Background: an optimization exercise with open tools, aiming at a short achievable clock period and few clock cycles. Do not read the settings as production practice. RTL that was checked went through simulation tests only; none was proved equivalent to the original. For runs 1, 5 and 6, only the layout was checked, not whether the RTL still works. No activity file was given, so power comes from the tool's default toggle rates.

File: flow/design.v
module core
(
    clock_in,
    mem_in,
    reset_in,
    led_out,
    mem_fetch,
    mem_we,
    mem_oe,
    mem_add,
    mem_out
);
    input clock_in;
    input [15:0] mem_in;
    input reset_in;
    output [7:0] led_out;
    output mem_fetch;
    output mem_we;
    output mem_oe;
    output [15:0] mem_add;
    output [15:0] mem_out;
    localparam BN = 8;               
    localparam CB = 5;               
    localparam CN = 1 << CB;
    reg [15:0] o_add;
    reg o_oe, o_we, o_fetch;
    reg [15:0] o_out;
    reg [7:0] led;
    assign mem_add = o_add;
    assign mem_oe = o_oe;
    assign mem_we = o_we;
    assign mem_fetch = o_fetch;
    assign mem_out = o_out;
    assign led_out = led;
    reg f_m;           
    reg f_load;        
    reg f_halt;
    reg f_first;       
    reg [2:0] m_dr;
    reg [15:0] fa_x;   
    reg [15:0] r0, r1, r2, r3, r4, r5, r6, r7;
    reg [2:0] cc;    
    reg ir_v;
    reg ir_ok;         
    reg ir_dep;        
    reg [15:0] ir, ir_pc, ir_pn;
    reg e_v;
    reg [15:0] e_a, e_b, e_s, e_pc, e_pc1, e_tgt, e_pn;
    reg [2:0] e_dr, e_cond, e_sr;
    reg e_wr, e_cc, e_and, e_not, e_link, e_led, e_mem, e_ld, e_halt;
    reg e_br, e_jo, e_jr, e_jmp;
    reg e_eqt, e_eq1;    
    reg [BN-1:0] bt_v;
    reg [7:0] bt_a [0:BN-1];         
    reg [15:0] bt_t [0:BN-1];
    reg [BN-1:0] bt_r;               
    reg [2:0] bt_rr;                 
    reg [CN-1:0] ic_v;
    reg [15:CB] ic_tag [0:CN-1];
    reg [15:0] ic_w [0:CN-1];
    function [16:0] ks16c;
        input [15:0] a, b;
        input cin;
        reg [15:0] g, p;
        integer i, d;
        begin
            g = a & b;
            p = a | b;
            g[0] = g[0] | (p[0] & cin);
            for (d = 1; d < 16; d = d * 2)
                for (i = 15; i >= d; i = i - 1) begin
                    g[i] = g[i] | (p[i] & g[i-d]);
                    p[i] = p[i] & p[i-d];
                end
            ks16c = {g[15], (a ^ b) ^ {g[14:0], cin}};
        end
    endfunction
    function [15:0] inc16;
        input [15:0] x;
        reg [15:0] c;
        integer i, d;
        begin
            c = x;
            for (d = 1; d < 16; d = d * 2)
                for (i = 15; i >= d; i = i - 1)
                    c[i] = c[i] & c[i-d];
            inc16 = x ^ {c[14:0], 1'b1};
        end
    endfunction
    function [2:0] setcc;
        input [15:0] v;
        setcc = v[15] ? 3'b100 : (v == 16'h0) ? 3'b010 : 3'b001;
    endfunction
    function [15:0] rsel;
        input [2:0] s;
        input [15:0] a0, a1, a2, a3, a4, a5, a6, a7;
        case (s)
            3'd0: rsel = a0;
            3'd1: rsel = a1;
            3'd2: rsel = a2;
            3'd3: rsel = a3;
            3'd4: rsel = a4;
            3'd5: rsel = a5;
            3'd6: rsel = a6;
            default: rsel = a7;
        endcase
    endfunction
    function ld_dep;
        input [15:0] w;
        input [2:0] r;
        reg [3:0] o;
        begin
            o = w[15:12];
            ld_dep = (o == 4'h0) ||
                     (((o == 4'h1) || (o == 4'h5) || (o == 4'h9) || (o == 4'h6) || (o == 4'h7) ||
                       (o == 4'hc) || ((o == 4'h4) && !w[11])) && (w[8:6] == r)) ||
                     (((o == 4'h1) || (o == 4'h5)) && !w[5] && (w[2:0] == r)) ||
                     (((o == 4'h3) || (o == 4'h7)) && (w[11:9] == r));
        end
    endfunction
    wire [16:0] sum_x = ks16c(e_a, e_b, 1'b0);
    wire [15:0] sum = sum_x[15:0];
    wire [15:0] alu = e_link ? e_pc1 : e_and ? (e_a & e_b) : e_not ? ~e_a : sum;
    wire z_add = ((e_a ^ e_b) == {e_a[14:0] | e_b[14:0], 1'b0});
    wire z_and = ((e_a & e_b) == 16'h0);
    wire z_not = (e_a == 16'hffff);
    wire e_z = e_and ? z_and : e_not ? z_not : z_add;
    wire e_n = alu[15];
    wire [2:0] e_ccv = {e_n, e_z, ~e_n & ~e_z};
    wire e_w = e_v & e_wr;
    wire e_c = e_v & e_cc;
    wire e_l = e_v & e_ld;
    wire e_taken = e_br && ((e_cond & cc) != 3'b000);
    wire [15:0] e_next = e_jr ? e_a : (e_jo || e_taken) ? e_tgt : e_pc1;
    wire e_eqa = (e_a == e_pn);
    wire redirect = e_v && !(e_jr ? e_eqa : (e_jo || e_taken) ? e_eqt : e_eq1);
    wire go_mem = e_v && e_mem;
    wire go_halt = e_v && e_halt;
    wire [15:0] fa = fa_x ^ 16'h3000;
    wire [15:0] fa1 = inc16(fa);
    reg [15:0] fa_b, fa_cn;        
    wire [15:0] fa_c = ~fa_cn;
    reg [BN-1:0] bt_m;       
    reg [BN-1:0] bt_me;      
    reg [15:0] bt_sel;
    integer k;
    always @(*) begin
        bt_sel = 16'h0;
        for (k = 0; k < BN; k = k + 1) begin
            bt_m[k] = bt_v[k] && (bt_a[k] == fa_b[7:0]);
            bt_me[k] = bt_v[k] && (bt_a[k] == e_pc[7:0]);
            bt_sel = bt_sel | ({16{bt_m[k]}} & (bt_r[k] ? r7 : bt_t[k]));
        end
    end
    wire bt_hit = |bt_m;
    wire [15:0] pn = bt_hit ? bt_sel : fa1;
    wire [CB-1:0] ci = fa_c[CB-1:0];
    wire ic_hit = ic_v[ci] && (ic_tag[ci] == fa_c[15:CB]);
    wire ic_hq = ic_v[ci] && (ic_tag[ci][CB+1:CB] == fa_c[CB+1:CB]);
    wire [15:0] fw = f_m ? ic_w[ci] : mem_in;
    wire [3:0] op = ir[15:12];
    wire [2:0] sr1 = ir[8:6];
    wire [2:0] sr2 = ir[2:0];
    wire [2:0] drf = ir[11:9];
    function [15:0] rfwd;
        input [2:0] s;
        input [15:0] a0, a1, a2, a3, a4, a5, a6, a7;
        rfwd = (e_w && e_dr == s) ? alu :
               (f_load && m_dr == s) ? mem_in : rsel(s, a0, a1, a2, a3, a4, a5, a6, a7);
    endfunction
    wire [15:0] ra = rfwd(sr1, r0, r1, r2, r3, r4, r5, r6, r7);
    wire [15:0] rb = rfwd(sr2, r0, r1, r2, r3, r4, r5, r6, r7);
    wire [15:0] rs = rfwd(drf, r0, r1, r2, r3, r4, r5, r6, r7);
    wire [15:0] pc1 = inc16(ir_pc);
    wire is_jsr = (op == 4'h4);
    wire [15:0] off = is_jsr ? {{5{ir[10]}}, ir[10:0]} : {{7{ir[8]}}, ir[8:0]};
    wire [16:0] tgt_x = ks16c(ir_pc, off, 1'b1);
    wire alu_op = (op == 4'h1) || (op == 4'h5);
    wire pcrel = (op == 4'he) || (op == 4'h2) || (op == 4'h3);
    wire [15:0] da = pcrel ? pc1 : ra;
    wire [15:0] db = alu_op ? (ir[5] ? {{11{ir[4]}}, ir[4:0]} : rb) :
                     ((op == 4'h6) || (op == 4'h7)) ? {{10{ir[5]}}, ir[5:0]} : {{7{ir[8]}}, ir[8:0]};
    wire hazard = e_l && ir_dep;
    wire replay = ir_v && !ir_ok;           
    wire d_go = ir_ok && !hazard;
    wire d_adv = ir_v && d_go && !redirect;
    wire f_ok = f_m ? ic_hq : !f_first;
    wire f_take = (!ir_v || d_go) && !redirect && f_ok;
    wire s_red = redirect;
    wire s_rep = !redirect && replay;
    wire s_pn = !redirect && !replay && (!ir_v || d_go) && f_ok;
    wire s_fa = !redirect && !replay && !((!ir_v || d_go) && f_ok);
    wire [15:0] fa_n = ({16{s_red}} & e_next) | ({16{s_rep}} & ir_pc) |
                       ({16{s_pn}} & pn) | ({16{s_fa}} & fa);
    always @(posedge clock_in or posedge reset_in) begin
        if (reset_in) begin
            o_add <= 16'h0;
            o_oe <= 1'b0;
            o_we <= 1'b0;
            o_fetch <= 1'b0;
            f_first <= 1'b1;
            f_m <= 1'b0;
            f_load <= 1'b0;
            f_halt <= 1'b0;
            fa_x <= 16'h0;
            ir_v <= 1'b0;
            e_v <= 1'b0;
            r0 <= 16'h0;
            r1 <= 16'h1;
            r2 <= 16'h2;
            r3 <= 16'h3;
            r4 <= 16'h0;
            r5 <= 16'h0;
            r6 <= 16'h0;
            r7 <= 16'h0;
            cc <= 3'b000;
            led <= 8'h0;
            bt_v <= {BN{1'b0}};
            bt_rr <= 3'd0;
            ic_v <= {CN{1'b0}};
        end else if (!f_halt) begin
            f_first <= 1'b0;
            if (e_w && e_dr == 3'd0) r0 <= alu; else if (f_load && m_dr == 3'd0) r0 <= mem_in;
            if (e_w && e_dr == 3'd1) r1 <= alu; else if (f_load && m_dr == 3'd1) r1 <= mem_in;
            if (e_w && e_dr == 3'd2) r2 <= alu; else if (f_load && m_dr == 3'd2) r2 <= mem_in;
            if (e_w && e_dr == 3'd3) r3 <= alu; else if (f_load && m_dr == 3'd3) r3 <= mem_in;
            if (e_w && e_dr == 3'd4) r4 <= alu; else if (f_load && m_dr == 3'd4) r4 <= mem_in;
            if (e_w && e_dr == 3'd5) r5 <= alu; else if (f_load && m_dr == 3'd5) r5 <= mem_in;
            if (e_w && e_dr == 3'd6) r6 <= alu; else if (f_load && m_dr == 3'd6) r6 <= mem_in;
            if (e_w && e_dr == 3'd7) r7 <= alu; else if (f_load && m_dr == 3'd7) r7 <= mem_in;
            cc <= e_c ? e_ccv : f_load ? setcc(mem_in) : cc;
            if (e_v && e_led)
                led <= led + 8'h1;
            if (e_v && (e_br || e_jo || e_jr)) begin
                if (|bt_me) begin
                    for (k = 0; k < BN; k = k + 1)
                        if (bt_me[k])
                            bt_v[k] <= !(e_br && !e_taken);
                end else if (!(e_br && !e_taken)) begin
                    bt_v[bt_rr] <= 1'b1;
                    bt_rr <= bt_rr + 3'd1;
                end
            end
            if (!f_m && !f_first)
                ic_v[ci] <= 1'b1;
            if (go_halt) begin
                o_add <= 16'hffff;
                o_oe <= 1'b0;
                o_we <= 1'b0;
                o_fetch <= 1'b0;
                f_m <= 1'b0;
                f_load <= 1'b0;
                f_halt <= 1'b1;
            end else begin
                o_add <= go_mem ? sum : fa_n;
                o_oe <= !go_mem || e_ld;
                o_we <= go_mem && !e_ld;
                o_fetch <= !go_mem;
                f_m <= go_mem;
                f_load <= go_mem && e_ld;
            end
            fa_x <= fa_n ^ 16'h3000;
            ir_v <= (f_take && !replay) || (ir_v && !d_adv && !redirect && !replay);
            e_v <= d_adv;
        end
    end
    always @(posedge clock_in) begin
        fa_b <= fa_n;
        fa_cn <= ~fa_n;
        if (go_mem) begin
            o_out <= e_s;
            m_dr <= e_dr;
        end
        if (e_v && (e_br || e_jo || e_jr)) begin
            if (|bt_me) begin
                for (k = 0; k < BN; k = k + 1)
                    if (bt_me[k]) begin
                        bt_t[k] <= e_next;
                        bt_r[k] <= e_jmp && (e_sr == 3'd7);
                    end
            end else begin
                bt_a[bt_rr] <= e_pc[7:0];
                bt_t[bt_rr] <= e_next;
                bt_r[bt_rr] <= e_jmp && (e_sr == 3'd7);
            end
        end
        if (!f_m && !f_first) begin
            ic_tag[ci] <= fa_c[15:CB];
            ic_w[ci] <= mem_in;
        end
        if (!ir_v || d_go) begin
            ir_ok <= !f_m || ic_hit;
            ir_dep <= ((op == 4'h2) || (op == 4'h6)) && ld_dep(fw, drf);
            ir <= fw;
            ir_pc <= fa;
            ir_pn <= pn;
        end
        e_a <= da;
        e_b <= db;
        e_s <= rs;
        e_pc <= ir_pc;
        e_pc1 <= pc1;
        e_tgt <= tgt_x[15:0];
        e_eqt <= (tgt_x[15:0] == ir_pn);
        e_eq1 <= (pc1 == ir_pn);
        e_pn <= ir_pn;
        e_dr <= is_jsr ? 3'd7 : drf;
        e_cond <= drf;
        e_sr <= sr1;
        e_wr <= alu_op || (op == 4'h9) || (op == 4'he) || (op == 4'h2) || (op == 4'h6) || is_jsr;
        e_cc <= alu_op || (op == 4'h9) || (op == 4'he);
        e_and <= (op == 4'h5);
        e_not <= (op == 4'h9);
        e_link <= is_jsr;
        e_led <= (op == 4'hf) && (ir[7:0] == 8'h30);
        e_halt <= ((op == 4'hf) && (ir[7:0] == 8'h25)) ||
                  (op == 4'h8) || (op == 4'ha) || (op == 4'hb) || (op == 4'hd);
        e_mem <= (op == 4'h2) || (op == 4'h3) || (op == 4'h6) || (op == 4'h7);
        e_ld <= (op == 4'h2) || (op == 4'h6);
        e_br <= (op == 4'h0);
        e_jo <= is_jsr && ir[11];
        e_jr <= (op == 4'hc) || (is_jsr && !ir[11]);
        e_jmp <= (op == 4'hc);
    end
endmodule
File: flow/run.sh
#!/bin/bash
# synth_recipe.tcl (not shown) runs the flow's synth.tcl, then flattens the netlist and writes it again
# the make line also repeats each setting of config.mk as NAME=value (left out here)
make -C /OpenROAD-flow-scripts/flow DESIGN_CONFIG=/design/flow/config.mk WORK_HOME=/design/flow/orfs CLKGATE_MAP_FILE= SYNTH_SCRIPT=/design/flow/synth_recipe.tcl finish
File: flow/config.mk
export PLATFORM = sky130hd
export DESIGN_NAME = core
export DESIGN_NICKNAME = core
export VERILOG_FILES = /design/flow/design.v
export SDC_FILE = /design/flow/constraint.sdc
export NUM_CORES = 4
export LEC_CHECK = 0
export CAP_MARGIN = 20
export CORE_MARGIN = 2
export CORE_UTILIZATION = 60
export SETUP_SLACK_MARGIN = 5
export SLEW_MARGIN = 20
export TNS_END_PERCENT = 100
File: flow/constraint.sdc
create_clock -name core_clock -period 8.0 [get_ports {clock_in}]
set_input_delay 1.6000 -clock core_clock [delete_from_list [all_inputs] [get_ports {clock_in}]]
set_output_delay 1.6000 -clock core_clock [all_outputs]
set_load 0.01 [all_outputs]
==> summary.md, run 1 <==
| Metric | Value |
|---|---|
| Outcome | `complete, no violations` |
| Setup_tns | `0 ns` |
| Post-DR wirelength/cell | `33.5 µm` |
| # DRC | `0` |
| Slew margin rel. | `22.1%` |
| Crit Path Class | `register to register` |
| Initial antenna violation count | `5` |
| FMAX | `297 MHz` |
| Yosys warns | `1` |
| Total CTS buffers | `155` |
| Synth Instances | `5145` |
| Ys flop type | `edfxtp_1` |
| H-Tree Depth | `4` |
| Vias in the first global route | `45600` |
| Clock period minus final worst setup slack | `3.37 ns` |
| Hpwl dp | `142000 µm` |
| Drt pass-1 iters | `8` |
| Hold Vio Cnt, Final | `0` |
| Register area share after synthesis | `62.0%` |
| Layout Skew | `0.0261 ns` |
| CTS max path bufs | `3` |
| Syn nets | `5235` |
| Most common cell after layout, fill and taps aside | `edfxtp_1` |
| Slew of the pin with the lowest slew margin | `1.16 ns` |
| Met1 Use GR | `54.8%` |
| EDFF count, synth | `1133` |
| Post-Syn Area per Cell | `13.4 µm²` |
| First-pass GRT wire length | `331000 µm` |
| Maximum VDD drop | `286 µV` |
| Nets | `5497` |
| Ant. Diodes | `0` |
| Max-slew violations | `0` |
| Layout overhead on the synthesized area | `17.7%` |
| Tot GR Track Use | `39.5%` |
| Die area | `117000 µm²` |
| Vias per cell | `6.91` |
| Final period utilization | `42.1%` |
| M2 GR Usage | `59.2%` |
| Initial core utilization | `60.3%` |
| Core Region | `114000 µm²` |
| Root Buffer | `clkbuf_16` |
| RSZ-0062 raised after global routing | `yes` |
| CP Data Required Time | `8.61 ns` |
| Fill cell count | `7662` |
| # IOs | `61` |
| CP Capture Type | `register` |
| Gpl congestion | `0.992` |
| Maxcap violations | `0` |
| Seq cells post-synth | `1508` |
| Port bufs | `60` |
| Area of the multi-input gates | `26000 µm²` |
| Max FO, Critical Path | `7` |
| Endpoints failing setup | `0` |
| Clk latency of the worst-skew pair | `0.79 ns` |
| ANT nets after route | `0` |
| Die Ht | `343 µm` |
| Remaining Overflow, GRT | `0` |
| Synth cell types | `97` |
| Clock sinks | `1508` |
| GR Util met3 | `9.16%` |
| WP data arrival | `3.98 ns` |
| Synth top area share | `49.4%` |
| Power Total | `36.4 mW` |
| Post-synth ARST share | `14.8%` |
| Largest net degree at the start of global routing | `133` |
| R2r setup slk | `4.63 ns` |
| Drt total wl | `236000 µm` |
| Initial DRC Count | `7358` |
| Worst hold path type | `register to register` |
| Synthesized area | `68800 µm²` |
| LEAKAGE | `29.6 nW` |
| Site Rows | `124` |
| Power per cell area | `449 nW/µm²` |
| CP startpoint kind | `register` |
| Post-synth top area cell | `edfxtp_1` |
| CTS tree | `yes` |
| Hold_ws | `0.403 ns` |
| GRT Max-Usage Layer | `met2` |
| Reg area | `42800 µm²` |
| Top post-synthesis cells by area | `edfxtp_1 (49%), dfrtp_1 (7.9%), mux4_2 (6.5%)` |
| Most frequent cells in the layout | `edfxtp_1 (1133), nand2_1 (365), mux2i_1 (311)` |
| Via Count | `48700` |
| Die width | `343 µm` |
| Reg clk slew, reported paths | `0.06 ns` |
| Ratio of cells with drive above 1 in the final layout | `23.5%` |
[worst max-delay path, cell delays in order, from the launching register on]
cell	delay (ns)
dfxtp_4	0.40
buf_6	0.13
buf_6	0.10
mux2i_2	0.23
o22ai_2	0.11
or3_4	0.39
a211o_1	0.33
o41ai_4	0.41
o32ai_4	0.13
buf_12	0.19
and3_4	0.23
buf_12	0.15
a221oi_4	0.29
a21oi_1	0.11
[power by group]
group          internal (mW)  switching (mW)
sequential              10.5            1.80
clock                   4.18            3.11
combinational           6.82            10.0
total                   21.5            14.9
[metal layers]
layer  share of wire, %  wire length, µm
met3                 12            28400
met2                 45           106000
met1                 37            88200
met4                5.5            13000
met5              0.019               44
[flip-flops by register name, summed over array words and instances, names as in the netlist, 32 cells and up]
name and count:
ic_w 512, bt_a 64, ic_v 32, ic_tag 352
bt_t 128
[kinds of logic (layout without fill, tap and decap cells)]
family | count (synthesis) | in the layout | synth area share [%]
xor+xnor | 297 | 297 | 3.88
fa+ha+maj | 72 | 72 | 1.33
compound gates | 1079 | 1082 | 10.2
mux | 552 | 552 | 11.7
buf+inv | 501 | 885 | 3.21
flops | 1508 | 1508 | 62.0
simple gates | 1136 | 1138 | 7.66
[worst paths after layout]
kind,from,endpoint,cells past startpoint
worst max-delay path,fa_cn[1]$_DFF_P_,o_add[10]$_DFFE_PP0N_,13
worst min-delay path,e_s[5]$_DFF_P_,o_out[5]$_DFFE_PP_,0
worst max register to register,fa_cn[1]$_DFF_P_,o_add[10]$_DFFE_PP0N_,13
worst min register to register,e_s[5]$_DFF_P_,o_out[5]$_DFFE_PP_,0
max in group asynchronous,reset_in,cc[0]$_DFFE_PP0P_,4
min in group asynchronous,reset_in,f_m$_DFFE_PP0N_,2
[area by class of cell]
type | instances | share of cell area (%)
Multi-Input combinational cell | 3141 | 32.1
Inverter | 146 | 0.738
Timing Repair inverter | 1 | 0.00618
Tap cell | 1512 | 2.34
Clock inverter | 81 | 0.956
Timing Repair Buffer | 454 | 5.77
Clock buffer | 203 | 5.32
Sequential cell | 1508 | 52.8
[stage by stage]
step           setup WS, ns  instance area, µm²  utilization, %  instances
2_1_floorplan          3.49               69500               -       5145
5_1_grt                4.56               81000            71.0       7046
3_3_place_gp           3.11               71400            62.6       6525
3_5_place_dp           3.04               71400            62.6       6529
4_1_cts                4.74               79700            69.9       6966
6_report               4.63               81000            71.0       7046
[Yosys cell counts (all sizes together) (36+ instances only)]
| cell type | count |
|---|---|
| a211oi | 37 |
| a21o | 38 |
| a21oi | 236 |
| a22oi | 41 |
| a31oi | 39 |
| and3 | 41 |
| buf | 93 |
| clkbuf | 262 |
| dfrtp | 218 |
| dfxtp | 152 |
| edfxtp | 1133 |
| ha | 70 |
| inv | 143 |
| mux2 | 40 |
| mux2i | 313 |
| mux4 | 199 |
| nand2 | 381 |
| nand3 | 101 |
| nand4 | 44 |
| nor2 | 312 |
| nor3 | 76 |
| o211ai | 43 |
| o21ai | 275 |
| o221ai | 36 |
| o22ai | 116 |
| xnor2 | 175 |
| xor2 | 117 |
[repair_timing]
action                                  in CTS  in global routing
cloned                                      23                  8
hold buffers                                 0                  0
endpoints found under the setup margin    1352                512
resized for setup                          534                144
setup buffers                              130                 72
pin swaps                                  113                 73
==> run 2, diff against run 1 <==
--- a/flow/design.v
+++ b/flow/design.v
@@ -52,5 +52,5 @@
     reg e_eqt, e_eq1;    
     reg [BN-1:0] bt_v;
-    reg [7:0] bt_a [0:BN-1];         
+    reg [15:0] bt_a [0:BN-1];
     reg [15:0] bt_t [0:BN-1];
     reg [BN-1:0] bt_r;               
@@ -139,6 +139,5 @@
     wire [15:0] fa = fa_x ^ 16'h3000;
     wire [15:0] fa1 = inc16(fa);
-    reg [15:0] fa_b, fa_cn;        
-    wire [15:0] fa_c = ~fa_cn;
+    reg [15:0] fa_b, fa_c;
     reg [BN-1:0] bt_m;       
     reg [BN-1:0] bt_me;      
@@ -148,6 +147,6 @@
         bt_sel = 16'h0;
         for (k = 0; k < BN; k = k + 1) begin
-            bt_m[k] = bt_v[k] && (bt_a[k] == fa_b[7:0]);
-            bt_me[k] = bt_v[k] && (bt_a[k] == e_pc[7:0]);
+            bt_m[k] = bt_v[k] && (bt_a[k] == fa_b);
+            bt_me[k] = bt_v[k] && (bt_a[k] == e_pc);
             bt_sel = bt_sel | ({16{bt_m[k]}} & (bt_r[k] ? r7 : bt_t[k]));
         end
@@ -267,5 +266,5 @@
     always @(posedge clock_in) begin
         fa_b <= fa_n;
-        fa_cn <= ~fa_n;
+        fa_c <= fa_n;
         if (go_mem) begin
             o_out <= e_s;
@@ -280,5 +279,5 @@
                     end
             end else begin
-                bt_a[bt_rr] <= e_pc[7:0];
+                bt_a[bt_rr] <= e_pc;
                 bt_t[bt_rr] <= e_next;
                 bt_r[bt_rr] <= e_jmp && (e_sr == 3'd7);
--- a/flow/config.mk
+++ b/flow/config.mk
@@ -11,3 +11,3 @@
 export SETUP_SLACK_MARGIN = 5
 export SLEW_MARGIN = 20
-export TNS_END_PERCENT = 100
+export TNS_END_PERCENT = 20
==> run 2 against run 1 <==
Effect of this change: cell count grew 5.4%; global-route usage grew 0.44 points; sequential share of layout area shrank 0.42 points; first-iteration DRC count grew 4.5%; critical endpoint is now o_add[3]$_DFFE_PP0N_; clock-buffer cell count grew 2; via count grew 4.1%; critical path depth grew 1; register-to-register slack lost 0.04 ns; final area grew 5.4%; worst hold slack lost 0.0024 ns; total power grew 3.0%.
==> summary.md, run 2 <==
| Metric | Value |
|---|---|
| Outcome | `complete, no violations` |
| CP startpoint kind | `register` |
| CP Capture Type | `register` |
| Hold Vio Cnt, Final | `0` |
| Count leader, synth | `edfxtp_1` |
| Remaining Overflow, GRT | `0` |
| Clk latency of the worst-skew pair | `0.83 ns` |
| Synthesized area | `72200 µm²` |
| Max-slew violations | `0` |
| Sw Pwr | `15.3 mW` |
| Top reg by flops | `ic_w` |
| Core Region | `120000 µm²` |
| Cts hold-fix bufs | `0` |
| Die area | `123000 µm²` |
| Largest register FFs | `512` |
| Vias in the first global route | `48000` |
| Post-synth top area cell | `edfxtp_1` |
| Port bufs | `60` |
| Crit Path Class | `register to register` |
| Hpwl dp | `146000 µm` |
| EDFF count, synth | `1197` |
| CTS tree | `yes` |
| Drt pass-1 iters | `6` |
| Hold path cells | `0` |
| Gpl congestion | `0.969` |
| Synth cell types | `95` |
| Final worst setup slack | `4.59 ns` |
| Final period utilization | `42.7%` |
| Layout overhead on the synthesized area | `18.2%` |
| WP data arrival | `4.16 ns` |
| Clock sinks | `1572` |
| Comb pwr share | `45.7%` |
| Vias per cell | `6.82` |
| Top Registers | `ic_w x512, ic_tag x352` |
| Worst hold path type | `register to register` |
| Top post-synthesis cells by area | `edfxtp_1 (50%), dfrtp_1 (7.6%), mux4_2 (5.6%)` |
| Maximum VDD drop | `303 µV` |
| Area of the multi-input gates | `27600 µm²` |
| Endpoints failing setup | `0` |
| Setup_tns | `0 ns` |
| Reg clk slew, reported paths | `0.06 ns` |
| RSZ-0062 raised after global routing | `yes` |
| Power share of the clock group | `20.3%` |
| Worst-case reg-to-reg path depth | `14` |
| LEAKAGE | `31.5 nW` |
| CP Data Required Time | `8.75 ns` |
| Clock period minus final worst setup slack | `3.41 ns` |
| Post-DR wirelength/cell | `33.2 µm` |
| Most common cell after layout, fill and taps aside | `edfxtp_1` |
| Root Buffer | `clkbuf_16` |
| Ys flop type | `edfxtp_1` |
| Seq cells post-synth | `1572` |
| FMAX | `293 MHz` |
| Tot GR Track Use | `40.0%` |
| Layout Skew | `0.0545 ns` |
| Drt total wl | `247000 µm` |
| Maxcap violations | `0` |
| Post-synth ARST share | `14.2%` |
| Power per cell area | `439 nW/µm²` |
| Largest net degree at the start of global routing | `146` |
| Syn nets | `5480` |
| Slew of the pin with the lowest slew margin | `1.17 ns` |
| Initial antenna violation count | `6` |
| Synth cell count leaders | `edfxtp_1 (1197), nand2_1 (423), mux2i_1 (361), nor2_1 (306), o21ai_0 (277)` |
| Reg area | `44700 µm²` |
| Via Count | `50700` |
| Yosys warns | `1` |
| Register area share after synthesis | `61.7%` |
| Slew margin rel. | `21.2%` |
| Site Rows | `127` |
| # DRC | `0` |
| Ratio of cells with drive above 1 in the final layout | `23.8%` |
| Total CTS buffers | `161` |
| Die Ht | `351 µm` |
| CTS max path bufs | `3` |
| ANT nets after route | `0` |
| First-pass GRT wire length | `350000 µm` |
| Sw Share | `40.7%` |
| Most frequent cells in the layout | `edfxtp_1 (1197), nand2_1 (405), mux2i_1 (332)` |
| Placement Setup Slack | `3.33 ns` |
| Synth Instances | `5390` |
| Sequential Power Share | `34.0%` |
| Max FO, Critical Path | `7` |
| Synth top area share | `49.8%` |
| H-Tree Depth | `4` |
| Nets | `5766` |
| Initial core utilization | `60.3%` |
| Fill cell count | `8065` |
| # IOs | `61` |
| Pint | `22.2 mW` |
| Die width | `351 µm` |
| Initial DRC Count | `7687` |
| Post-Syn Area per Cell | `13.4 µm²` |
[run 2: worst max-delay path, cell delays in order (launching register included)]
cell      delay (ns)
dfxtp_4         0.51
buf_6           0.19
or4b_4          0.59
o22ai_1         0.28
nor4_2          0.07
and3_4          0.21
xnor2_4         0.14
o31ai_4         0.26
buf_12          0.16
buf_6           0.10
nand3_4         0.10
buf_6           0.18
buf_6           0.11
o211ai_4        0.21
o221a_2         0.22
[run 2: routing by layer]
| metal | routed length, µm | vias to the layer above | GRT usage [%] | share of wire (%) |
|---|---|---|---|---|
| met3 | 28500 | 803 | 9.10 | 12 |
| met2 | 108000 | 3499 | 58.9 | 44 |
| li1 | - | 21000 | - | - |
| met1 | 94600 | 25400 | 56.1 | 38 |
| met4 | 15200 | 6 | 20.6 | 6.2 |
| met5 | 41 | - | 0 | 0.017 |
[run 2: logic make-up (layout without fill, tap and decap cells)]
kind of cell | count (synthesis) | in the layout | share of synthesized area [%]
buffers and inverters | 502 | 920 | 3.10
DFF | 1572 | 1572 | 61.7
muxes | 628 | 628 | 11.9
other | 0 | 5 | 0
adders and majority gates | 72 | 72 | 1.27
AOI/OAI and AO/OA | 1025 | 1027 | 9.29
xor gates and xnor gates | 423 | 423 | 5.14
and+or+nand+nor | 1168 | 1168 | 7.53
[run 2: path summary, 6_finish.rpt]
path                            startpoint                   end  slack (ns)
min reg2reg                 e_s[8]$_DFF_P_    o_out[8]$_DFFE_PP_        0.40
max reg2reg                fa_b[4]$_DFF_P_  o_add[3]$_DFFE_PP0N_        4.59
max in group asynchronous         reset_in  o_add[0]$_DFFE_PP0N_        5.60
min in group asynchronous         reset_in     r0[0]$_DFFE_PP0P_        1.09
min                         e_s[8]$_DFF_P_    o_out[8]$_DFFE_PP_        0.40
max                        fa_b[4]$_DFF_P_  o_add[3]$_DFFE_PP0N_        4.59
[run 2: cell type report]
cell class,count,area share [%]
well taps,1612,2.36
repair buffers,484,6.10
diodes,5,0.0147
multi-input cells,3318,32.3
clock inverters,92,1.19
flip-flops and latches,1572,52.4
clock buffers,205,5.02
inverters,139,0.644
[run 2: power groups by stage]
stage	clock, mW	combinational, mW	sequential (mW)
finish	7.60	17.1	12.8
global route	7.94	17.8	12.8
CTS	7.62	15.8	12.7
detailed placement	0	12.7	12.9
global placement	0	12.7	12.9
floorplan	0	8.87	11.8
[run 2: stage by stage]
step / std cells / area [µm²] / utilization (%) / total power, mW / hold slack (ns)
finish: 7427 / 85400 / 71.3 / 37.5 / 0.401
global route: 7422 / 85300 / 71.3 / 38.5 / 0.411
CTS: 7368 / 84300 / 70.5 / 36.1 / 0.398
detailed placement: 6863 / 74700 / 62.4 / 25.6 / 0.389
global placement: 6863 / 74700 / 62.4 / 25.6 / 0.386
floorplan: 5390 / 72300 / - / 20.7 / 0.346
[run 2: timing repair]
item | 4_1_cts | 5_1_grt
endpoints found under the hold margin | 0 | 0
resized for setup | 451 | 233
setup buffers | 178 | 51
endpoints found under the setup margin | 1306 | 994
gates cloned | 30 | 3
pin swaps | 113 | 68
Testbench counts of run 2, summed over its fixed seeds: cycles 117,963.
==> run 3, diff against run 2 <==
--- a/flow/config.mk
+++ b/flow/config.mk
@@ -11,3 +11,3 @@
 export SETUP_SLACK_MARGIN = 5
 export SLEW_MARGIN = 20
-export TNS_END_PERCENT = 20
+export TNS_END_PERCENT = 100
==> run 3 against run 2 <==
Effect of this change: synthesized area unchanged; critical endpoint is now ir_dep$_DFFE_PN_; largest cell class unchanged; sequential power about the same; highest routed layer unchanged; synthesized cell count unchanged.
==> summary.md, run 3 <==
| Metric | Value |
|---|---|
| Most frequent cells in the layout | `edfxtp_1 (1197), nand2_1 (403), mux2i_1 (349)` |
| Drt pass-1 iters | `18` |
| Slew of the pin with the lowest slew margin | `1.11 ns` |
| Cts hold-fix bufs | `0` |
| CTS tree | `yes` |
| Slew margin rel. | `26.1%` |
| Clk latency of the worst-skew pair | `0.81 ns` |
| Largest register FFs | `512` |
| Clock sinks | `1572` |
| Top Registers | `ic_w x512, ic_tag x352` |
| # IOs | `61` |
| Endpoints failing setup | `0` |
| Die width | `351 µm` |
| Hpwl dp | `146000 µm` |
| Tot GR Track Use | `39.3%` |
| CP startpoint kind | `register` |
| Power per cell area | `437 nW/µm²` |
| Crit Path Class | `register to register` |
| Synth top area share | `49.8%` |
| Yosys warns | `1` |
| Post-synth ARST share | `14.2%` |
| Root Buffer | `clkbuf_16` |
| First-pass GRT wire length | `344000 µm` |
| Vias per cell | `6.78` |
| Synth Instances | `5390` |
| Post-Syn Area per Cell | `13.4 µm²` |
| CTS max path bufs | `3` |
| LEAKAGE | `31.6 nW` |
| Outcome | `complete, no violations` |
| Final period utilization | `41.7%` |
| Die Ht | `351 µm` |
| Via Count | `50500` |
| WP data arrival | `3.85 ns` |
| Count leader, synth | `edfxtp_1` |
| Vias in the first global route | `47600` |
| Ratio of cells with drive above 1 in the final layout | `25.0%` |
| Layout Skew | `0.0434 ns` |
| Core Region | `120000 µm²` |
| RSZ-0062 raised after global routing | `yes` |
| EDFF count, synth | `1197` |
| ANT nets after route | `0` |
| Max-slew violations | `0` |
| Die area | `123000 µm²` |
| Seq cells post-synth | `1572` |
| Remaining Overflow, GRT | `0` |
| Ys flop type | `edfxtp_1` |
| Fin area | `85900 µm²` |
| Most common cell after layout, fill and taps aside | `edfxtp_1` |
| Port bufs | `60` |
| Final core utilization | `71.8%` |
| Total CTS buffers | `162` |
| Top reg by flops | `ic_w` |
| Layout overhead on the synthesized area | `18.9%` |
| Nets | `5792` |
| Clock period minus final worst setup slack | `3.33 ns` |
| Synth cell count leaders | `edfxtp_1 (1197), nand2_1 (423), mux2i_1 (361), nor2_1 (306), o21ai_0 (277)` |
| Top post-synthesis cells by area | `edfxtp_1 (50%), dfrtp_1 (7.6%), mux4_2 (5.6%)` |
| Synthesized area | `72200 µm²` |
| CP Capture Type | `register` |
| Reg clk slew, reported paths | `0.06 ns` |
| Synth cell types | `95` |
| Post-synth top area cell | `edfxtp_1` |
| Setup_tns | `0 ns` |
| Maxcap violations | `0` |
| Syn nets | `5480` |
| Site Rows | `127` |
| CP Data Required Time | `8.51 ns` |
| Maximum VDD drop | `305 µV` |
| Initial core utilization | `60.3%` |
| Placed inst area | `74800 µm²` |
| Max FO, Critical Path | `12` |
| Initial DRC Count | `7401` |
| Drt total wl | `244000 µm` |
| Register area share after synthesis | `61.7%` |
| # DRC | `0` |
| Worst hold path type | `register to register` |
| FMAX | `300 MHz` |
| Post-DR wirelength/cell | `32.8 µm` |
| Gpl congestion | `0.965` |
| H-Tree Depth | `4` |
| Initial antenna violation count | `13` |
| Largest net degree at the start of global routing | `141` |
| Hold Vio Cnt, Final | `0` |
run 3: cell types whose count changed in the layout (fill, tap and decap cells not counted), moves of 11 or more:
cell      change
buf_2        +34
buf_4        +16
clkbuf_2     -27
clkbuf_8     +12
mux2i_1      +17
mux2i_2      -15
nor2_1       -13
nor2_4       +11
o21ai_0      -25
o21ai_1      +29
run 3: where the power goes:
part / internal, mW / switching (mW) / leakage [nW]
logic: 6.96 / 10.1 / 14.3
registers: 10.9 / 1.75 / 14.7
clock network: 4.50 / 3.25 / 2.66
total: 22.4 / 15.1 / 31.6
run 3: final cells by class:
type                            count  area, µm²
Antenna cell                        3       7.51
Clock buffer                      210       4470
Clock inverter                     84        945
Fill cell                        8054      33800
Inverter                          139        562
Multi-Input combinational cell   3322      27900
Sequential cell                  1572      44700
Tap cell                         1612       2020
Timing Repair Buffer              504       5260
Timing Repair inverter              1       7.51
run 3: what timing repair did:
action	CTS	global route
gates cloned	25	8
buffers inserted	188	67
resized for setup	668	187
pin swaps	144	95
endpoints found under the setup margin	1351	552
run 3: cell families (layout without fill, tap and decap cells):
logic type	after synthesis	in the layout	share of synthesized area (%)
and+or+nand+nor	1168	1172	7.53
DFF	1572	1572	61.7
xor gates and xnor gates	423	423	5.14
buffers and inverters	502	938	3.10
adders and majority gates	72	72	1.27
other	0	3	0
muxes	628	628	11.9
AOI/OAI and AO/OA	1025	1027	9.29
run 3: stage by stage:
stage / total power [mW] / std cells / hold slack [ns] / worst slack, ns
after floorplan: 20.8 / 5390 / 0.346 / 3.49
after global placement: 25.7 / 6860 / 0.387 / 3.36
after detailed placement: 25.8 / 6861 / 0.389 / 3.32
after CTS: 36.1 / 7368 / 0.403 / 4.71
after global routing: 38.6 / 7445 / 0.409 / 4.61
final: 37.5 / 7447 / 0.402 / 4.67
run 3: critical path, stage by stage (launching register included):
cell and delay, ns:
dfxtp_4 0.41, buf_6 0.15, bufbuf_16 0.29, or4_4 0.57
buf_4 0.18, buf_4 0.14, o22ai_1 0.15, a211oi_1 0.08
a41oi_1 0.63, nor3_1 0.13, o211ai_1 0.20, o31ai_1 0.09
run 3: routing by layer:
metal | wire length, µm | track usage (%) | share of wire [%] | up-vias
met5 | 65 | 0 | 0.027 | -
met4 | 14000 | 18.6 | 5.7 | 10
met3 | 27900 | 8.23 | 11 | 704
met2 | 108000 | 58.7 | 44 | 3461
met1 | 94200 | 55.5 | 39 | 25300
li1 | - | - | - | 21100
run 3: path summary, 6_finish.rpt:
| kind | startpoint | to | slack (ns) | cells after the start |
|---|---|---|---|---|
| setup / recovery | fa_b[0]$_DFF_P_ | ir_dep$_DFFE_PN_ | 4.67 | 11 |
| hold / removal | e_s[4]$_DFF_P_ | o_out[4]$_DFFE_PP_ | 0.40 | 0 |
| setup reg to reg | fa_b[0]$_DFF_P_ | ir_dep$_DFFE_PN_ | 4.67 | 11 |
| hold reg to reg | e_s[4]$_DFF_P_ | o_out[4]$_DFFE_PP_ | 0.40 | 0 |
| max in group asynchronous | reset_in | o_add[12]$_DFFE_PP0N_ | 5.27 | 3 |
| min in group asynchronous | reset_in | ic_v[25]$_DFFE_PP0P_ | 1.37 | 2 |
==> run 4, diff against run 3 <==
--- a/flow/config.mk
+++ b/flow/config.mk
@@ -9,4 +9,5 @@
 export CORE_MARGIN = 2
 export CORE_UTILIZATION = 60
+export GPL_ROUTABILITY_DRIVEN = 0
 export SETUP_SLACK_MARGIN = 5
 export SLEW_MARGIN = 20
==> run 4 against run 3 <==
Effect of this change: die area unchanged; maximum frequency down 2.8%; register-to-register slack worse by 0.095 ns; routed wire length up 0.68%; non-clock buffer count up 23; synthesized cell count unchanged; first-iteration DRC count up 9.3%.
==> summary.md, run 4 <==
| Metric | Value |
|---|---|
| Layout overhead on the synthesized area | `19.4%` |
| Setup_tns | `0 ns` |
| Initial core utilization | `60.3%` |
| Power Total | `37.8 mW` |
| # DRC | `0` |
| Sw Pwr | `15.4 mW` |
| Fill cell count | `7958` |
| Clk latency of the worst-skew pair | `0.84 ns` |
| Clock period minus final worst setup slack | `3.43 ns` |
| Register area share after synthesis | `61.7%` |
| Vias per cell | `6.82` |
| Synth Instances | `5390` |
| Slew of the pin with the lowest slew margin | `1.14 ns` |
| Power share of the clock group | `20.5%` |
| Non-Filler Instances | `7474` |
| CP max-delay cell | `nand4bb_2` |
| Most common cell after layout, fill and taps aside | `edfxtp_1` |
| Worst hold path type | `register to register` |
| Seq cells post-synth | `1572` |
| Fin area | `86200 µm²` |
| Total CTS buffers | `163` |
| CP startpoint kind | `register` |
| Reg area | `44700 µm²` |
| Ratio of cells with drive above 1 in the final layout | `25.2%` |
| Count leader, synth | `edfxtp_1` |
| Synthesized area | `72200 µm²` |
| Buf/Inv on CP | `4` |
| Placed inst area | `74800 µm²` |
| EDFF count, synth | `1197` |
| Endpoints failing setup | `0` |
| Layout Skew | `0.0299 ns` |
| Crit Path Class | `register to register` |
| Final period utilization | `42.9%` |
| Site Rows | `127` |
| Pint | `22.4 mW` |
| Synth top area share | `49.8%` |
| Die width | `351 µm` |
| ANT nets after route | `0` |
| Maxcap violations | `0` |
| Tot GR Track Use | `39.4%` |
| Post-DR wirelength/cell | `32.9 µm` |
| LEAKAGE | `32.0 nW` |
| H-Tree Depth | `4` |
| Vias in the first global route | `47500` |
| Synth cell types | `95` |
| Top reg by flops | `ic_w` |
| Nets | `5815` |
| CP Capture Type | `register` |
| Root Buffer | `clkbuf_16` |
| Remaining Overflow, GRT | `0` |
| Sw Share | `40.8%` |
| Comb pwr share | `46.2%` |
| Synth cell count leaders | `edfxtp_1 (1197), nand2_1 (423), mux2i_1 (361), nor2_1 (306), o21ai_0 (277)` |
| Top Registers | `ic_w x512, ic_tag x352` |
| R2r setup slk | `4.57 ns` |
| # IOs | `61` |
| Clock sinks | `1572` |
| Syn nets | `5480` |
| Port bufs | `60` |
| Outcome | `complete, no violations` |
| Post-synth top area cell | `edfxtp_1` |
| Largest net degree at the start of global routing | `141` |
| Most frequent cells in the layout | `edfxtp_1 (1197), nand2_1 (395), mux2i_1 (347)` |
| Slew margin rel. | `24.0%` |
| Area of the multi-input gates | `28000 µm²` |
| Top post-synthesis cells by area | `edfxtp_1 (50%), dfrtp_1 (7.6%), mux4_2 (5.6%)` |
| Sequential Power Share | `33.3%` |
| Largest register FFs | `512` |
| Ys flop type | `edfxtp_1` |
| WP data arrival | `4.18 ns` |
| Yosys warns | `1` |
| Kind of cell adding the most delay to the critical path | `compound AO/OA/AOI/OAI gates` |
| Post-Syn Area per Cell | `13.4 µm²` |
| RSZ-0062 raised after global routing | `yes` |
| Hold Vio Cnt, Final | `0` |
| Die Ht | `351 µm` |
| Die area | `123000 µm²` |
| First-pass GRT wire length | `345000 µm` |
| DP Cell Count | `6859` |
| Core Region | `120000 µm²` |
| Drt pass-1 iters | `6` |
| CP max stage delay | `0.50 ns` |
| Power per cell area | `438 nW/µm²` |
| Post-synth ARST share | `14.2%` |
| Reg clk slew, reported paths | `0.06 ns` |
| Hpwl dp | `145000 µm` |
| Max FO, Critical Path | `9` |
| CTS tree | `yes` |
| Cells along the critical path | `bufbuf_16 -> nand4bb_2 -> o22ai_1 -> nor4_2 -> and3_4 -> xnor2_4 -> o31ai_4 -> buf_6 -> buf_6 -> a21oi_4 -> buf_6 -> nand2_2 -> o211ai_1 -> o221a_2` |
| CTS max path bufs | `3` |
| Via Count | `51000` |
| Drt total wl | `246000 µm` |
| Max-slew violations | `0` |
| Cts hold-fix bufs | `0` |
| CP Data Required Time | `8.75 ns` |
| Maximum VDD drop | `308 µV` |
| Initial antenna violation count | `5` |
| Initial DRC Count | `8089` |
| CP most frequent cell | `buf_6` |
| FMAX | `292 MHz` |
[run 4: metal layers]
layer  track usage, %  vias up  wire [µm]
met2             58.5     3767     109000
met3             9.31      735      29900
li1                 -    21100          -
met1             55.1    25300      93200
met5                0        -         37
met4             18.8        6      14200
[run 4: timing repair]
item                                   in CTS  in global routing
setup endpoints to repair                1223                492
setup buffers                             191                 88
gates cloned                               29                  5
endpoints found under the hold margin       0                  0
pin swaps                                 112                111
gates resized for setup                   642                207
[run 4: cell type report]
cell class              instances  share of cell area [%]
flip-flops and latches       1572                    51.8
multi-input cells            3322                    32.4
repair buffers                527                    6.44
clock buffers                 200                    5.03
well taps                    1612                    2.34
clock inverters               101                    1.28
inverters                     139                   0.654
diodes                          1                 0.00290
[run 4: per-stage QoR]
stage / setup slack (ns) / util (%) / hold slack (ns)
detailed placement: 3.19 / 62.5 / 0.389
finish: 4.57 / 72.1 / 0.400
floorplan: 3.49 / - / 0.346
global route: 4.56 / 72.1 / 0.404
global placement: 3.18 / 62.5 / 0.387
CTS: 4.67 / 70.6 / 0.402
[run 4: final timing paths]
| check | startpoint | endpoint | depth (start not counted) |
|---|---|---|---|
| min in group asynchronous | reset_in | ic_v[7]$_DFFE_PP0P_ | 2 |
| worst min register to register | e_s[7]$_DFF_P_ | o_out[7]$_DFFE_PP_ | 0 |
| worst max register to register | fa_b[0]$_DFF_P_ | o_add[2]$_DFFE_PP0N_ | 14 |
| worst max-delay path | fa_b[0]$_DFF_P_ | o_add[2]$_DFFE_PP0N_ | 14 |
| max in group asynchronous | reset_in | o_add[2]$_DFFE_PP0N_ | 3 |
| worst min-delay path | e_s[7]$_DFF_P_ | o_out[7]$_DFFE_PP_ | 0 |
[run 4: cell families (layout without fill, tap and decap cells)]
family / after synthesis / in the layout / synth area share, %
other: 0 / 1 / 0
buffers and inverters: 502 / 967 / 3.10
xor gates and xnor gates: 423 / 423 / 5.14
and+or+nand+nor: 1168 / 1172 / 7.53
AOI/OAI and AO/OA: 1025 / 1027 / 9.29
muxes: 628 / 628 / 11.9
DFF: 1572 / 1572 / 61.7
adders and majority gates: 72 / 72 / 1.27
[run 4: power groups by stage]
stage          Clock [mW]  Combinational, mW  Sequential [mW]
2_1_floorplan           0               9.06             11.8
3_3_place_gp            0               12.7             12.8
3_5_place_dp            0               12.8             12.9
4_1_cts              7.76               15.8             12.5
5_1_grt              8.08               18.1             12.7
6_report             7.73               17.4             12.6
==> run 5, diff against run 4 <==
--- a/flow/design.v
+++ b/flow/design.v
@@ -52,5 +52,5 @@
     reg e_eqt, e_eq1;    
     reg [BN-1:0] bt_v;
-    reg [15:0] bt_a [0:BN-1];
+    reg [7:0] bt_a [0:BN-1];         
     reg [15:0] bt_t [0:BN-1];
     reg [BN-1:0] bt_r;               
@@ -139,5 +139,6 @@
     wire [15:0] fa = fa_x ^ 16'h3000;
     wire [15:0] fa1 = inc16(fa);
-    reg [15:0] fa_b, fa_c;
+    reg [15:0] fa_b, fa_cn;        
+    wire [15:0] fa_c = ~fa_cn;
     reg [BN-1:0] bt_m;       
     reg [BN-1:0] bt_me;      
@@ -147,6 +148,6 @@
         bt_sel = 16'h0;
         for (k = 0; k < BN; k = k + 1) begin
-            bt_m[k] = bt_v[k] && (bt_a[k] == fa_b);
-            bt_me[k] = bt_v[k] && (bt_a[k] == e_pc);
+            bt_m[k] = bt_v[k] && (bt_a[k] == fa_b[7:0]);
+            bt_me[k] = bt_v[k] && (bt_a[k] == e_pc[7:0]);
             bt_sel = bt_sel | ({16{bt_m[k]}} & (bt_r[k] ? r7 : bt_t[k]));
         end
@@ -186,10 +187,7 @@
     wire f_ok = f_m ? ic_hq : !f_first;
     wire f_take = (!ir_v || d_go) && !redirect && f_ok;
-    wire s_red = redirect;
-    wire s_rep = !redirect && replay;
-    wire s_pn = !redirect && !replay && (!ir_v || d_go) && f_ok;
-    wire s_fa = !redirect && !replay && !((!ir_v || d_go) && f_ok);
-    wire [15:0] fa_n = ({16{s_red}} & e_next) | ({16{s_rep}} & ir_pc) |
-                       ({16{s_pn}} & pn) | ({16{s_fa}} & fa);
+    wire [15:0] fa_n0 = redirect ? e_next : replay ? ir_pc : fa;
+    wire [15:0] fa_n1 = redirect ? e_next : replay ? ir_pc : (!ir_v || d_go) ? pn : fa;
+    wire [15:0] fa_n = f_ok ? fa_n1 : fa_n0;
     always @(posedge clock_in or posedge reset_in) begin
         if (reset_in) begin
@@ -266,5 +264,5 @@
     always @(posedge clock_in) begin
         fa_b <= fa_n;
-        fa_c <= fa_n;
+        fa_cn <= ~fa_n;
         if (go_mem) begin
             o_out <= e_s;
@@ -279,5 +277,5 @@
                     end
             end else begin
-                bt_a[bt_rr] <= e_pc;
+                bt_a[bt_rr] <= e_pc[7:0];
                 bt_t[bt_rr] <= e_next;
                 bt_r[bt_rr] <= e_jmp && (e_sr == 3'd7);
--- a/flow/config.mk
+++ b/flow/config.mk
@@ -9,5 +9,4 @@
 export CORE_MARGIN = 2
 export CORE_UTILIZATION = 60
-export GPL_ROUTABILITY_DRIVEN = 0
 export SETUP_SLACK_MARGIN = 5
 export SLEW_MARGIN = 20
==> run 5 against run 4 <==
Effect of this change: still clean on timing, DRC and antenna; combinational power fell by 8%; via count fell by 2.5%; clock power fell by 4.1%; sequential share of layout area fell by 0.086 points; sequential cell count fell by 64; sequential power fell by 4%; register-to-register slack got worse by 0.14 ns.
==> summary.md, run 5 <==
| Metric | Value |
|---|---|
| Outcome | `complete, no violations` |
| Die Ht | `345 µm` |
| Synth Instances | `5282` |
| ANT nets after route | `0` |
| Cells along the critical path | `buf_12 -> buf_12 -> buf_6 -> buf_16 -> mux2i_1 -> o22ai_2 -> nor4_4 -> nand3_2 -> xnor2_1 -> o31a_1 -> buf_12 -> buf_16 -> buf_12 -> o21ai_4 -> nand2_2 -> a222oi_1` |
| Initial antenna violation count | `9` |
| Remaining Overflow, GRT | `0` |
| Seq cells post-synth | `1508` |
| Buf/Inv on CP | `7` |
| LEAKAGE | `29.9 nW` |
| RSZ-0062 raised after global routing | `yes` |
| Count leader, synth | `edfxtp_1` |
| First-pass GRT wire length | `337000 µm` |
| Placed inst area | `72200 µm²` |
| Comb pwr share | `45.0%` |
| Post-Syn Area per Cell | `13.2 µm²` |
| Sw Pwr | `14.2 mW` |
| Layout overhead on the synthesized area | `18.5%` |
| Levels on crit path | `16` |
| Vias in the first global route | `46700` |
| Synth cell count leaders | `edfxtp_1 (1133), nand2_1 (461), nor2_1 (317), mux2i_1 (286), o21ai_0 (269)` |
| Worst-case reg-to-reg path depth | `16` |
| Nets | `5659` |
| Pint | `21.3 mW` |
| Slew margin rel. | `24.7%` |
| CP startpoint | `fa_cn[1]$_DFF_P_` |
| Slew of the pin with the lowest slew margin | `1.12 ns` |
| Hold Vio Cnt, Final | `0` |
| Fin area | `82700 µm²` |
| Synth cell types | `104` |
| CP Capture Type | `register` |
| # IOs | `61` |
| Hold_ws | `0.369 ns` |
| Maxcap violations | `0` |
| CP Data Required Time | `8.68 ns` |
| H-Tree Depth | `4` |
| Site Rows | `125` |
| Post-synth top area cell | `edfxtp_1` |
| Max FO, Critical Path | `10` |
| Power share of the clock group | `20.9%` |
| CP max-delay cell | `o31a_1` |
| Yosys warns | `1` |
| # DRC | `0` |
| FMAX | `281 MHz` |
| Worst Setup EP | `o_add[4]$_DFFE_PP0N_` |
| Power Total | `35.5 mW` |
| Vias per cell | `6.88` |
| Most frequent cells in the layout | `edfxtp_1 (1133), nand2_1 (445), buf_4 (294)` |
| Hpwl dp | `144000 µm` |
| Kind of cell adding the most delay to the critical path | `buffers and inverters` |
| DP Cell Count | `6641` |
| Maximum VDD drop | `274 µV` |
| Top Registers | `ic_w x512, ic_tag x352, bt_t x128` |
| Max-slew violations | `0` |
| CP most frequent cell | `buf_12` |
| Die area | `119000 µm²` |
| Post-synth ARST share | `14.8%` |
| Sequential Power Share | `34.2%` |
| CTS max path bufs | `3` |
| Total CTS buffers | `157` |
| Crit Path Class | `register to register` |
| Non-Filler Instances | `7225` |
| Final period utilization | `44.6%` |
| Tot GR Track Use | `39.3%` |
| Clock period minus final worst setup slack | `3.56 ns` |
| Clock sinks | `1508` |
| Core Region | `116000 µm²` |
| Power per cell area | `430 nW/µm²` |
| Largest net degree at the start of global routing | `152` |
| Ys flop type | `edfxtp_1` |
| Clk latency of the worst-skew pair | `0.82 ns` |
| Synth top area share | `48.7%` |
| R2r setup slk | `4.44 ns` |
| Fill cell count | `7799` |
| CP startpoint kind | `register` |
| Reg area | `42800 µm²` |
| Post-DR wirelength/cell | `33.3 µm` |
| Largest register FFs | `512` |
| EDFF count, synth | `1133` |
| Port bufs | `60` |
| Most common cell after layout, fill and taps aside | `edfxtp_1` |
| Layout Skew | `0.0476 ns` |
| Initial DRC Count | `7538` |
| Die width | `345 µm` |
| Gpl congestion | `1.02` |
| RR Startpoint | `fa_cn[1]$_DFF_P_` |
| Endpoints failing setup | `0` |
| CTS tree | `yes` |
| Ratio of cells with drive above 1 in the final layout | `24.6%` |
| Root Buffer | `clkbuf_16` |
| Drt pass-1 iters | `10` |
| Drt total wl | `240000 µm` |
| Worst hold path type | `register to register` |
| Register area share after synthesis | `61.1%` |
| CP max stage delay | `0.40 ns` |
| Setup_tns | `0 ns` |
| Via Count | `49700` |
| Initial core utilization | `60.3%` |
| Area of the multi-input gates | `26900 µm²` |
| Reg clk slew, reported paths | `0.06 ns` |
| Syn nets | `5372` |
| Top post-synthesis cells by area | `edfxtp_1 (49%), dfrtp_1 (7.8%), mux4_2 (6.3%)` |
| Top reg by flops | `ic_w` |
| Sw Share | `40.1%` |
| WP data arrival | `4.24 ns` |
| FF-to-FF End | `o_add[4]$_DFFE_PP0N_` |
| Synthesized area | `69800 µm²` |
==> run 5: cell types whose count changed in the layout (fill, tap and decap cells not counted), sizes merged, moves of 19 or more <==
cell    before   now
a21oi      207   229
a31oi       40    89
and3        17    36
buf        502   469
clkinv      76    55
edfxtp    1197  1133
mux2i      361   286
mux4       178   207
nand2      423   463
nand4       72    44
nor3        90    57
nor4        71    45
o221ai      42    18
xor2       225   113
==> run 5: how the worst min path moves through the flow <==
| stage | startpoint | end | slack [ns] | cells after the start |
|---|---|---|---|---|
| finish | e_s[0]$_DFF_P_ | o_out[0]$_DFFE_PP_ | 0.37 | 0 |
| global route | e_s[0]$_DFF_P_ | o_out[0]$_DFFE_PP_ | 0.38 | 0 |
| CTS | e_s[0]$_DFF_P_ | o_out[0]$_DFFE_PP_ | 0.37 | 0 |
| detailed placement | e_s[1]$_DFF_P_ | o_out[1]$_DFFE_PP_ | 0.39 | 0 |
| global placement | e_s[6]$_DFF_P_ | o_out[6]$_DFFE_PP_ | 0.39 | 0 |
| floorplan | ir[9]$_DFFE_PN_ | e_cond[0]$_DFF_P_ | 0.35 | 0 |
==> run 5: power by group through the flow <==
stage          Clock, mW  Combinational (mW)  Sequential (mW)
5_1_grt             7.77                16.6             12.2
4_1_cts             7.44                14.3             12.1
3_3_place_gp           0                12.0             12.3
3_5_place_dp           0                12.0             12.3
2_1_floorplan          0                8.63             11.1
6_report            7.41                16.0             12.1
==> run 5: stage by stage <==
step | setup WS [ns] | util [%]
4_1_cts | 4.56 | 69.8
3_3_place_gp | 3.61 | 62.3
3_5_place_dp | 3.56 | 62.4
2_1_floorplan | 3.49 | -
6_report | 4.44 | 71.5
5_1_grt | 4.35 | 71.5
==> run 5: area by class of cell <==
cell class	instances	area share (%)
sequential	1508	51.7
inverter	141	0.667
clock buffer	212	5.28
clock inverter	76	1.02
tap	1524	2.31
antenna	3	0.00908
multi-input combinational	3267	32.5
timing repair buffer	494	6.50
==> run 5: kinds of logic (layout without fill, tap and decap cells) <==
logic type / Yosys count / in the layout / synth area share (%)
adder cells (fa/ha/maj): 72 / 72 / 1.31
buffers and inverters: 511 / 923 / 3.23
AND/OR/NAND/NOR: 1198 / 1200 / 7.98
other: 0 / 3 / 0
multiplexers: 591 / 591 / 12.4
XOR/XNOR: 297 / 297 / 3.75
flip-flops: 1508 / 1508 / 61.1
AO/OA/AOI/OAI: 1105 / 1107 / 10.2
==> run 5: repair_timing <==
item	in CTS	in global routing
hold buffers	0	0
pin swaps	71	84
gates cloned	25	13
setup buffers	151	104
endpoints found under the setup margin	1408	553
resized for setup	522	201
==> run 5: per-layer routing <==
layer  global-route usage [%]  wire length, µm  vias to the layer above
met1                     53.3            88800                    24700
met4                     17.1            13100                        4
met2                     60.2           109000                     3494
met3                     10.5            29600                      764
li1                         -                -                    20700
met5                    0.240               81                        -
==> run 6, diff against run 5 <==
--- a/flow/design.v
+++ b/flow/design.v
@@ -42,4 +42,5 @@
     reg [2:0] cc;    
     reg ir_v;
+    reg [15:0] ir_tgt;     
     reg ir_ok;         
     reg ir_dep;        
@@ -140,4 +141,6 @@
     wire [15:0] fa1 = inc16(fa);
     reg [15:0] fa_b, fa_cn;        
+    reg [CB+1:0] fa_qn;            
+    wire [CB+1:0] fa_q = ~fa_qn;
     wire [15:0] fa_c = ~fa_cn;
     reg [BN-1:0] bt_m;       
@@ -157,6 +160,8 @@
     wire [CB-1:0] ci = fa_c[CB-1:0];
     wire ic_hit = ic_v[ci] && (ic_tag[ci] == fa_c[15:CB]);
-    wire ic_hq = ic_v[ci] && (ic_tag[ci][CB+1:CB] == fa_c[CB+1:CB]);
+    wire ic_hq = ic_v[fa_q[CB-1:0]] && (ic_tag[fa_q[CB-1:0]][CB+1:CB] == fa_q[CB+1:CB]);
     wire [15:0] fw = f_m ? ic_w[ci] : mem_in;
+    wire [15:0] fw_off = (fw[15:12] == 4'h4) ? {{5{fw[10]}}, fw[10:0]} : {{7{fw[8]}}, fw[8:0]};
+    wire [16:0] fw_tgt = ks16c(fa, fw_off, 1'b1);
     wire [3:0] op = ir[15:12];
     wire [2:0] sr1 = ir[8:6];
@@ -174,6 +179,4 @@
     wire [15:0] pc1 = inc16(ir_pc);
     wire is_jsr = (op == 4'h4);
-    wire [15:0] off = is_jsr ? {{5{ir[10]}}, ir[10:0]} : {{7{ir[8]}}, ir[8:0]};
-    wire [16:0] tgt_x = ks16c(ir_pc, off, 1'b1);
     wire alu_op = (op == 4'h1) || (op == 4'h5);
     wire pcrel = (op == 4'he) || (op == 4'h2) || (op == 4'h3);
@@ -187,7 +190,10 @@
     wire f_ok = f_m ? ic_hq : !f_first;
     wire f_take = (!ir_v || d_go) && !redirect && f_ok;
-    wire [15:0] fa_n0 = redirect ? e_next : replay ? ir_pc : fa;
-    wire [15:0] fa_n1 = redirect ? e_next : replay ? ir_pc : (!ir_v || d_go) ? pn : fa;
-    wire [15:0] fa_n = f_ok ? fa_n1 : fa_n0;
+    wire s_red = redirect;
+    wire s_rep = !redirect && replay;
+    wire s_pn = !redirect && !replay && (!ir_v || d_go) && f_ok;
+    wire s_fa = !redirect && !replay && !((!ir_v || d_go) && f_ok);
+    wire [15:0] fa_n = ({16{s_red}} & e_next) | ({16{s_rep}} & ir_pc) |
+                       ({16{s_pn}} & pn) | ({16{s_fa}} & fa);
     always @(posedge clock_in or posedge reset_in) begin
         if (reset_in) begin
@@ -201,4 +207,5 @@
             f_halt <= 1'b0;
             fa_x <= 16'h0;
+            fa_qn <= {(CB+2){1'b1}};    
             ir_v <= 1'b0;
             e_v <= 1'b0;
@@ -258,4 +265,5 @@
             end
             fa_x <= fa_n ^ 16'h3000;
+            fa_qn <= ~fa_n[CB+1:0];
             ir_v <= (f_take && !replay) || (ir_v && !d_adv && !redirect && !replay);
             e_v <= d_adv;
@@ -292,4 +300,5 @@
             ir_pc <= fa;
             ir_pn <= pn;
+            ir_tgt <= fw_tgt[15:0];
         end
         e_a <= da;
@@ -298,6 +307,6 @@
         e_pc <= ir_pc;
         e_pc1 <= pc1;
-        e_tgt <= tgt_x[15:0];
-        e_eqt <= (tgt_x[15:0] == ir_pn);
+        e_tgt <= ir_tgt;
+        e_eqt <= (ir_tgt == ir_pn);
         e_eq1 <= (pc1 == ir_pn);
         e_pn <= ir_pn;
==> run 6 against run 5 <==
Effect of this change: maximum frequency fell by 14%; worst hold slack improved by 0.033 ns; highest routed layer unchanged; clock-buffer cell count fell by 8; sequential share of layout area rose by 0.68 points; still clean on timing, DRC and antenna; register-to-register slack got worse by 0.59 ns; utilization rose by 0.11 points; combinational power rose by 11%; largest power group unchanged; die area fell by 0.19%.
==> summary.md, run 6 <==
| Metric | Value |
|---|---|
| Layout Skew | `0.0231 ns` |
| Top reg by flops | `ic_w` |
| Sw Pwr | `15.4 mW` |
| Synth Instances | `5058` |
| DP Cell Count | `6462` |
| CP Data Required Time | `8.52 ns` |
| Initial DRC Count | `7475` |
| Routed met2 length | `104000 µm` |
| Die width | `345 µm` |
| Power Total | `37.9 mW` |
| Drt pass-1 iters | `9` |
| Post-synth ARST share | `15.0%` |
| Post-DR wirelength/cell | `34.0 µm` |
| WP data arrival | `4.68 ns` |
| Worst-case reg-to-reg path depth | `18` |
| Synth cell count leaders | `edfxtp_1 (1149), nand2_1 (437), nor2_1 (281), mux4_2 (270), clkbuf_1 (264)` |
| Largest register FFs | `512` |
| Maximum VDD drop | `304 µV` |
| Synthesized area | `69700 µm²` |
| Setup_tns | `0 ns` |
| Top Registers | `ic_w x512, ic_tag x352, bt_t x128` |
| Pint | `22.5 mW` |
| DR WL met3 | `33000 µm` |
| Crit Path Class | `register to register` |
| Root Buffer | `clkbuf_16` |
| R2r setup slk | `3.85 ns` |
| LEAKAGE | `30.2 nW` |
| Placed inst area | `72700 µm²` |
| Core Region | `116000 µm²` |
| Die area | `119000 µm²` |
| Die Ht | `345 µm` |
| Synth cell types | `82` |
| H-Tree Depth | `4` |
| Post-synth top area cell | `edfxtp_1` |
| Sequential Power Share | `33.3%` |
| Cts hold-fix bufs | `0` |
| Drt total wl | `239000 µm` |
| CP max-delay cell | `mux4_2` |
| Seq cells post-synth | `1531` |
| Remaining Overflow, GRT | `0` |
| Clock period minus final worst setup slack | `4.15 ns` |
| EDFF count, synth | `1149` |
| Ratio of cells with drive above 1 in the final layout | `26.3%` |
| Slew margin rel. | `15.3%` |
| Placement Setup Slack | `2.48 ns` |
| Post-Syn Area per Cell | `13.8 µm²` |
| Fin area | `82800 µm²` |
| Max-slew violations | `0` |
| CP startpoint kind | `register` |
| Yosys warns | `1` |
| Ys flop type | `edfxtp_1` |
| Worst Hold Launch | `e_s[7]$_DFF_P_` |
| ANT nets after route | `0` |
| Total CTS buffers | `157` |
| Nets | `5455` |
| Area of the multi-input gates | `26500 µm²` |
| Power share of the clock group | `20.1%` |
| Gpl congestion | `1.00` |
| Hold_ws | `0.402 ns` |
| Non-Filler Instances | `7027` |
| Endpoints failing setup | `0` |
| Via Count | `48700` |
| Top post-synthesis cells by area | `edfxtp_1 (50%), mux4_2 (8.7%), dfrtp_1 (7.8%)` |
| Comb pwr share | `46.6%` |
| Port bufs | `60` |
| CP max stage delay | `0.47 ns` |
| Slew of the pin with the lowest slew margin | `1.27 ns` |
| Synth top area share | `49.5%` |
| Fill cell count | `7690` |
| RSZ-0062 raised after global routing | `yes` |
| Vias per cell | `6.92` |
| Max FO, Critical Path | `7` |
| Hold Vio Cnt, Final | `0` |
| RR Startpoint | `fa_cn[0]$_DFF_P_` |
| Worst hold path type | `register to register` |
| Site Rows | `125` |
| Sw Share | `40.7%` |
| Reg clk slew, reported paths | `0.06 ns` |
| Power per cell area | `458 nW/µm²` |
| Vias in the first global route | `45400` |
| Initial antenna violation count | `9` |
| Hold path cells | `0` |
| Clk latency of the worst-skew pair | `0.79 ns` |
| Final worst setup slack | `3.85 ns` |
| Outcome | `complete, no violations` |
| Syn nets | `5149` |
| Hpwl dp | `148000 µm` |
| FF-to-FF End | `ir_tgt[15]$_DFFE_PN_` |
| Routed metal-1 wire length | `90400 µm` |
| Tot GR Track Use | `39.9%` |
| CP Capture Type | `register` |
| Clock sinks | `1531` |
| Layout overhead on the synthesized area | `18.9%` |
| CTS tree | `yes` |
| Final period utilization | `51.9%` |
| Count leader, synth | `edfxtp_1` |
| Top layer used by detailed routing | `met5` |
| Largest net degree at the start of global routing | `143` |
| Initial core utilization | `60.2%` |
| Maxcap violations | `0` |
| Cells along the critical path | `buf_12 -> buf_16 -> buf_12 -> mux4_2 -> a22o_1 -> o21ai_2 -> a31oi_4 -> or2_4 -> nor3b_4 -> buf_6 -> mux2i_4 -> buf_6 -> ha_1 -> a21oi_1 -> nor3_2 -> o21bai_1 -> a21oi_1 -> xnor2_1` |
| Hold EP | `o_out[7]$_DFFE_PP_` |
| First-pass GRT wire length | `333000 µm` |
| Most frequent cells in the layout | `edfxtp_1 (1149), nand2_1 (425), buf_4 (289)` |
| # DRC | `0` |
| FMAX | `241 MHz` |
| Most common cell after layout, fill and taps aside | `edfxtp_1` |
| CTS max path bufs | `3` |
| Final core utilization | `71.6%` |
| Register area share after synthesis | `62.2%` |
| Reg area | `43400 µm²` |
| # IOs | `61` |
[run 6: changes by cell type after synthesis, sizes merged, moves of 24 or more]
cell    previous run  this run
mux2i            286       238
a22oi             50        98
xnor2            183       215
o221ai            18        86
a21oi            229       176
buf              129        84
o211ai            53        21
xor2             113        89
a31oi             89        39
mux4             207       270
o21ai            278       235
nor2             318       281
nand2            463       437
[run 6: cells by family after synthesis]
family	count (synthesis)	synth area share, %
buffers and inverters	503	2.87
DFF	1531	62.2
AOI/OAI and AO/OA	952	9.07
xor gates and xnor gates	304	3.82
and+or+nand+nor	1099	7.18
muxes	596	13.6
adders and majority gates	73	1.33
[run 6: metal layers]
metal / vias up / track usage [%]
met1: 24400 / 56.3
met3: 669 / 12.6
met2: 3650 / 58.2
met5: - / 0.721
met4: 14 / 15.4
li1: 19900 / -
[run 6: power groups by stage]
stage	sequential [mW]	clock [mW]	combinational, mW
floorplan	11.6	0	9.05
global placement	12.8	0	13.0
detailed placement	12.9	0	13.1
CTS	12.5	7.67	15.8
global route	12.7	8.00	18.3
finish	12.6	7.64	17.7
[run 6: worst max-delay path: cells and delay by family, from the launching register on]
kind | cells | cell delay (ns)
compound gates | 6 | 0.93
simple gates | 3 | 0.74
buf+inv | 5 | 0.72
mux | 2 | 0.75
fa+ha+maj | 1 | 0.27
xor+xnor | 1 | 0.10
flops | 1 | 0.37
[run 6: worst max-delay path by stage]
| stage | from | endpoint | slack (ns) | depth (start not counted) |
|---|---|---|---|---|
| after floorplan | reset_in | bt_rr[0]$_DFFE_PP0P_ | 3.40 | 1 |
| after global placement | fa_cn[0]$_DFF_P_ | ir_tgt[14]$_DFFE_PN_ | 2.52 | 11 |
| after detailed placement | fa_cn[0]$_DFF_P_ | ir_tgt[14]$_DFFE_PN_ | 2.48 | 11 |
| after CTS | fa_cn[0]$_DFF_P_ | ir_tgt[14]$_DFFE_PN_ | 3.91 | 19 |
| after global routing | fa_cn[0]$_DFF_P_ | ir_tgt[14]$_DFFE_PN_ | 3.70 | 20 |
| final | fa_cn[0]$_DFF_P_ | ir_tgt[15]$_DFFE_PN_ | 3.85 | 18 |
[run 6: area by class of cell]
| type | count | area share, % |
|---|---|---|
| repair buffers | 494 | 6.03 |
| inverters | 155 | 0.725 |
| clock buffers | 204 | 5.23 |
| multi-input cells | 3025 | 32.0 |
| diodes | 5 | 0.0151 |
| flip-flops and latches | 1531 | 52.4 |
| well taps | 1524 | 2.30 |
| clock inverters | 89 | 1.33 |
[run 6: repair_timing]
item,4_1_cts,5_1_grt
setup buffers,195,49
cloned,17,6
gates resized for setup,518,141
endpoints found under the setup margin,1406,817
pin swaps,108,74
